From an optimization exercise on the open Yosys and OpenROAD flow, aimed at small area and few clock cycles; shortcuts taken in it are not production practice. In this exercise RTL edits were held to simulation tests only and were not proved equivalent to the original. The flow treats the clock pin as an ideal source, which a real chip does not have. Power figures rest on the tool's default switching activity, not on a simulated workload.

### flow/config.mk
export PLATFORM = sky130hd
export DESIGN_NAME = rwt_tag_insert
export DESIGN_NICKNAME = rwt_tag_insert
export VERILOG_FILES = /design/flow/design.v
export SDC_FILE = /design/flow/constraint.sdc
export NUM_CORES = 4
export LEC_CHECK = 0
export CAP_MARGIN = 20
export CORE_MARGIN = 2
export CORE_UTILIZATION = 40
export PLACE_DENSITY = 0.6
export SLEW_MARGIN = 20
### flow/flow/fixclk.tcl
# Post-CTS hook: a clkbuf_4 leaf buffer that drives more than 10 clock pins is
# resized to clkbuf_8, so that every flip-flop clock pin keeps a sharp slew.
# Then the placement is legalised again.
set n_up 0
foreach inst [get_cells *] {
  if {[get_property $inst ref_name] ne "sky130_fd_sc_hd__clkbuf_4"} continue
  set net [get_nets -of_objects [get_pins [get_full_name $inst]/X]]
  set loads [llength [get_pins -of_objects $net -filter "direction==input"]]
  if {$loads > 10} {
    replace_cell $inst sky130_fd_sc_hd__clkbuf_8
    incr n_up
  }
}
puts "fixclk: resized $n_up clock buffers to clkbuf_8"
if {$n_up > 0} {
  detailed_placement
  check_placement -verbose
  estimate_parasitics -placement
}
### flow/flow/run.sh
#!/bin/bash
# The standard layout (standard.sh: the ORFS flow with its standard synthesis), with these
# changes: the port buffers are the smallest buffer; clock tree synthesis uses clkbuf_4 buffers
# without dummy loads; and after CTS, flow/fixclk.tcl upsizes any leaf clock buffer that drives
# more than 10 clock pins. Each ORFS step logs to orfs/logs/; make's output goes to make.log.
set -euo pipefail
bash standard.sh finish \
  "BUFFER_PORTS_ARGS=-buffer_cell sky130_fd_sc_hd__buf_1" \
  "CTS_ARGS=-sink_clustering_enable -repair_clock_nets -buf_list sky130_fd_sc_hd__clkbuf_4 -dont_use_dummy_load" \
  "POST_CTS_TCL=$PWD/flow/fixclk.tcl" \
  > make.log 2>&1
### flow/standard.sh
#!/bin/bash
# synth_recipe.tcl (not shown) runs the flow's synth.tcl, then flattens the netlist and writes it again
# the make line also repeats each setting of config.mk as NAME=value (left out here)
make -C /OpenROAD-flow-scripts/flow DESIGN_CONFIG=/design/flow/config.mk WORK_HOME=/design/flow/orfs CLKGATE_MAP_FILE= SYNTH_SCRIPT=/design/flow/synth_recipe.tcl "${@:-finish}"
### flow/design.v
`timescale 1ns/100ps
module rwt_tag_insert #(
  parameter DWIDTH = 64,
  parameter TYPE_WIDTH = 7
)(
  input                  clk,
  input                  aresetn,
  input                  use_tags,
  input [DWIDTH-1:0]     tag_escape,
  output                 s_axi_ready,
  input                  s_axi_valid,
  input [DWIDTH-1:0]     s_axi_data,
  input                  s_axi_tag_valid,
  input [TYPE_WIDTH-1:0] s_axi_tag_type,
  input                  s_axi_last,
  input                  m_axi_ready,
  output                 m_axi_valid,
  output [DWIDTH-1:0]    m_axi_data,
  output                 m_axi_last);
  localparam TAG_WIDTH = DWIDTH - 1 - TYPE_WIDTH;
  reg              h_v;       
  reg              h_t;       
  reg              h_x;       
  reg              h_p;       
  reg              h_l;       
  reg [DWIDTH-1:0] h_d;
  reg              t_v;
  reg              t_t;
  reg              t_x;
  reg              t_l;
  reg [DWIDTH-1:0] t_d;
  reg              prev_tag;  
  wire out_valid = h_v & (~h_t | t_v);
  wire take_out = out_valid & m_axi_ready;
  wire deq = take_out & ~h_p;
  wire move = t_v & (~h_v | deq);
  wire in_ready = ~t_v | move;
  wire take_in = s_axi_valid & in_ready;
  wire in_t = use_tags & s_axi_tag_valid;
  wire in_x = use_tags & ~s_axi_tag_valid & (s_axi_data == tag_escape);
  wire [DWIDTH-1:0] in_d = in_t ?
    {s_axi_data[DWIDTH-1], s_axi_tag_type, s_axi_data[TAG_WIDTH-1:0]} : s_axi_data;
  reg [DWIDTH-1:0] o_d;
  reg              o_l;
  always @(*) begin
    if (h_p) begin
      o_d = tag_escape;
      o_l = 1'b0;
    end else if (h_x) begin
      o_d = {DWIDTH{1'b0}};
      o_l = h_l;
    end else if (h_t) begin
      o_d = {t_t, h_d[DWIDTH-2:0]};
      o_l = h_l & ~t_t;
    end else begin
      o_d = h_d;
      o_l = h_l;
    end
  end
  assign s_axi_ready = in_ready;
  assign m_axi_valid = out_valid;
  assign m_axi_data = o_d;
  assign m_axi_last = o_l;
  always @(posedge clk) begin
    if (move)
      h_d <= t_d;
    if (take_in)
      t_d <= in_d;
  end
  always @(posedge clk) begin
    if (take_out & h_p)
      h_p <= 1'b0;
    if (move) begin
      h_t <= t_t;
      h_x <= t_x;
      h_p <= t_x | (t_t & ~prev_tag);
      h_l <= t_l;
    end
    if (take_in) begin
      t_t <= in_t;
      t_x <= in_x;
      t_l <= s_axi_last;
    end
  end
  always @(posedge clk) begin
    if (aresetn == 1'b0) begin
      h_v <= 1'b0;
      t_v <= 1'b0;
      prev_tag <= 1'b0;
    end else begin
      if (move)
        h_v <= 1'b1;
      else if (deq)
        h_v <= 1'b0;
      if (take_in)
        t_v <= 1'b1;
      else if (move)
        t_v <= 1'b0;
      if (move)
        prev_tag <= t_t;
    end
  end
endmodule
### flow/constraint.sdc
create_clock -name core_clock -period 4.0 [get_ports {clk}]
set_input_delay 0.8000 -clock core_clock [delete_from_list [all_inputs] [get_ports {clk}]]
set_output_delay 0.8000 -clock core_clock [all_outputs]
set_load 0.01 [all_outputs]
==> reports/results.txt <==
Sequential cells burn 63.0% of the power. The core region is 0.0139 mm2. The die covers 0.0152 mm2.

Dividing the detail-routed wire length by the instance count gives 19.2 um. The Yosys warning count is 1, and the placer congestion estimate is 0.825. The post-synthesis mux area share was 1.38%; the internal power summed over all cells was 2.05 mW. Between clock sinks in the finished design, the worst skew comes to 28.6 ps. The tools report the number of iterations in the first detailed-routing pass as 5. The count of pins over their slew limit came out at 0. The post-layout minimum cycle time was 2940 ps.

The path class of the tightest hold or removal check is reg -> reg. Counting cells, the worst reg-to-reg path comes to 6. The tools report the layout net count as 718. The area share of xor/xnor cells in the synthesized design is 6.75%, and the biggest cell delay along the critical path is 600 ps. Adder-cell area share of the yosys netlist: 0%. Switching part of the total: 24.4%. The slowest stage of the critical path is the sky130_fd_sc_hd__nor2_4 cell. TritonCTS built the clock tree.

The synthesized netlist devotes 13.7% of its cell area to compound gates. Clock latency on the worst-skew pair, taken at its later pin, is 410 ps. The number of design rule violations left after detail routing was 0. Critical path data required time: 3200 ps. The net load switching power was 660 uW; the worst-margin pin slew was 800 ps. The primary flip-flop cell chosen by synthesis mapping was sky130_fd_sc_hd__edfxtp_1.

The pin count of the biggest net entering global routing was 69. Counting flops with a built-in enable in the synthesized netlist gives 135. Setup repair after global routing left no endpoint under its margin. The area share of the largest cell type after synthesis came out at 71.0%.

For this configuration, the core starts out at a cell density of 41.0%. After technology mapping, the gate count stands at 359. The number of DRC markers after the initial detailed-route iteration is 329, and the synthesized area divided by synthesized cell count is 15.9 um2.

The total overflow reported by the global router is 0, and the share of synthesized cell area in and, or, nand and nor gates is 3.29%. Summed over all layers, the routed wires come to 14.4 mm. After legalization and detailed placement, the total HPWL measured 10.4 mm.

The peak supply drop is 302 uV, and the initial antenna violation count is 0. Count of port buffers added during placement: 208. Instance count along the most critical hold path: 0. Post-route core utilization: 49.5%.

The run gives 3886 as the number of vias in the routed layout. For the count of endpoints failing hold in the final timing report, the log shows 0. The critical path in this run is classified as reg -> out. Derived from the worst setup path, the maximum achievable clock frequency is 341 MHz. Global routing used 18.6% of the available tracks across all layers.

The worst register-to-register path begins at h_p$_SDFFCE_PN0P_. The nature of the critical path startpoint was a flop. The clock drives 138 sinks.

Synthesis produced a netlist with a net count of 501. The number of top-level pins was 209; the share of the clock period used by the worst path after layout was 73.4%. Walking the worst path, the cells encountered are nor2_4 > buf_12 > a22o_1 > buf_1.

The diode insertion count for antenna repair is 0, and the headroom to the max-slew limit is 46.2%. For hold timing, the worst endpoint is h_d[7]$_DFFE_PP_. Share of post-route cells with drive strength above 1: 6.10%. The synthesized design contains 138 register bits.

The count of filler cells inserted in the layout was 1256; the die boundary width was 123 um. Data arrives at the worst endpoint at 2140 ps. The top cell type by total area after synthesis was sky130_fd_sc_hd__edfxtp_1. Dividing total power by cell area gives a power density of 393 mW/mm2. The area of the mapped netlist came out at 0.00571 mm2. The run gives 0 as the number of setup violations in the final report. For the accumulated negative setup slack, the log shows 0 ps. The setup check on the worst reg-to-reg path leaves a slack of 1310 ps. The die extent in y was 123 um. The share of total power dissipated in the clock network is 23.8%.

By area, the combinational part of the netlist is dominated by compound AO/OA/AOI/OAI gates. In this run the critical register-to-register path is captured at h_d[44]$_DFFE_PP_. The area growth from synthesis to layout is 20.9%. The startpoint identified for the worst hold timing path is t_d[7]$_DFFE_PP_. Ranked by total cell area, the synthesized netlist is headed by sky130_fd_sc_hd__edfxtp_1, sky130_fd_sc_hd__a22o_1, sky130_fd_sc_hd__xor2_1, sky130_fd_sc_hd__xnor2_1, sky130_fd_sc_hd__inv_1. The run finished with no timing, DRC or antenna violations.

The first global-routing pass estimated 20.3 mm of wire. The sequential share of the synthesized area came out at 72.1%. STA classifies the critical path endpoint as an output pin. The worst-path maximum fanout works out to 40. The total leakage power is 2.33 nW, and the count of cell types in the netlist is 31.

In the routed layout, each cell is associated on average with a via count of 5.15. The number of global-route vias before repair was 3651; the clock transition at the registers of the reported paths was 100 ps. The fraction of synthesis flops using an asynchronous set or reset pin was 0%. The floorplan has 43 rows. The share of total power in combinational logic is 13.2%, and the max capacitance violation total is 0. The count of nets left with antenna violations once routing finished came out at 0.
placed cells by master, fill, tap and decap left out, drive strengths merged, types with 3 or more instances in the layout:
cell type	instances
buf	212
edfxtp	135
a22o	64
inv	27
xor2	26
xnor2	18
clkbuf	17
nand2	9
nor4	8
mux2	7
o22ai	7
nand4	7
a221oi	4
nand3	4
a21boi	4
nor2	4
dfxtp	3
metal layers:
layer  GRT usage [%]  wire, um
met3            5.12      1070
met2            28.7      6820
met4            5.18       130
met5               0         0
met1            26.0      6430
flip-flops by register name, indices dropped and copies added, names as in the netlist:
register and count:
h_d 64, t_d 64, h_l 1, h_p 1
h_t 1, h_v 1, h_x 1, prev_tag 1
t_l 1, t_t 1, t_v 1, t_x 1
worst max path at each step:
stage / start / to / slack, ps / cells past startpoint
5_1_grt: h_x$_DFFE_PP_ / m_axi_data[12] / 950 / 4
2_1_floorplan: m_axi_ready / t_d[0]$_DFFE_PP_ / 560 / 2
6_report: h_x$_DFFE_PP_ / m_axi_data[18] / 1060 / 4
3_5_place_dp: tag_escape[59] / t_x$_DFFE_PP_ / 1200 / 6
3_3_place_gp: tag_escape[59] / t_x$_DFFE_PP_ / 1290 / 6
worst max-delay path: cells and delay by family, from the launching register on:
| kind | cells | cell delay, ps |
|---|---|---|
| compound gates | 1 | 150 |
| buf+inv | 2 | 530 |
| flops | 1 | 450 |
| simple gates | 1 | 600 |
kinds of logic (layout without fill, tap and decap cells):
family / Yosys count / in the layout
AOI/OAI and AO/OA: 93 / 93
xor gates and xnor gates: 44 / 44
buffers and inverters: 42 / 257
DFF: 138 / 138
muxes: 7 / 7
and+or+nand+nor: 35 / 35
power by group through the flow:
| stage | clock network [mW] | registers (mW) | logic (mW) |
|---|---|---|---|
| 2_1_floorplan | 0 | 1.73 | 0.189 |
| 3_3_place_gp | 0 | 1.74 | 0.357 |
| 3_5_place_dp | 0 | 1.74 | 0.361 |
| 5_1_grt | 0.715 | 1.71 | 0.392 |
| 6_report | 0.646 | 1.71 | 0.358 |
layout make-up:
class | instances | area (um2) | area share, %
Multi-Input combinational cell | 179 | 1460 | 21.1
Sequential cell | 138 | 4110 | 59.6
Tap cell | 180 | 225 | 3.26
Inverter | 28 | 106 | 1.54
Timing Repair Buffer | 212 | 848 | 12.3
Clock buffer | 17 | 146 | 2.12
Yosys cell counts, types with 2 or more instances:
cell and count:
sky130_fd_sc_hd__dfxtp_1 3, sky130_fd_sc_hd__a221oi_1 4, sky130_fd_sc_hd__o21ai_0 2, sky130_fd_sc_hd__a22oi_1 2, sky130_fd_sc_hd__o22ai_1 7, sky130_fd_sc_hd__nand4_1 7, sky130_fd_sc_hd__o2bb2ai_1 2, sky130_fd_sc_hd__nand2_1 9
sky130_fd_sc_hd__nor2_1 4, sky130_fd_sc_hd__nand3_1 4, sky130_fd_sc_hd__a22o_1 63, sky130_fd_sc_hd__xnor2_1 18, sky130_fd_sc_hd__mux2_2 7, sky130_fd_sc_hd__nor4_1 7, sky130_fd_sc_hd__o221ai_1 2, sky130_fd_sc_hd__inv_1 28
sky130_fd_sc_hd__xor2_1 26, sky130_fd_sc_hd__clkbuf_1 14, sky130_fd_sc_hd__a21boi_0 4, sky130_fd_sc_hd__edfxtp_1 135
metrics by stage:
stage,power [mW],instance area [um2],worst slack (ps),std cells,hold slack (ps)
after detailed placement,2.10,6750,1200,737,405
final,2.71,6900,1060,754,405
after floorplan,1.92,5710,561,359,400
after global routing,2.82,6900,950,754,412
after global placement,2.09,6750,1290,737,400
Testbench counts, summed over its fixed seeds: cycles 29,200.

==> what the ideal ports hide <==
How much do the figures lean on ideal ports? The routed layout below was timed once more, with nothing changed but the port constraints.
Step 1, drivers: a clkbuf_16 drives clk and a buf_2 each remaining input, both assumed.
Step 2 times the ports against the registers' clock, not the clock port: input delays grow and output delays shrink by t, the midpoint of the rising clock arrivals with the driver on.
Slacks: ideal / step 1 / step 2; pairs: ideal / step 1.
t (ns): 0.431
setup slack, ns: 1.064 / 1.028 / 1.250
worst hold slack (ns): 0.405 / 0.405 / 0.405
worst setup path after step 2: input to register
slew at the worst register clock pin (ns): 0.11 / 0.11
After both steps this run still meets setup and hold. For this run, drivers alone change the setup slack by -0.036 ns; drivers and shift together by +0.186 ns.
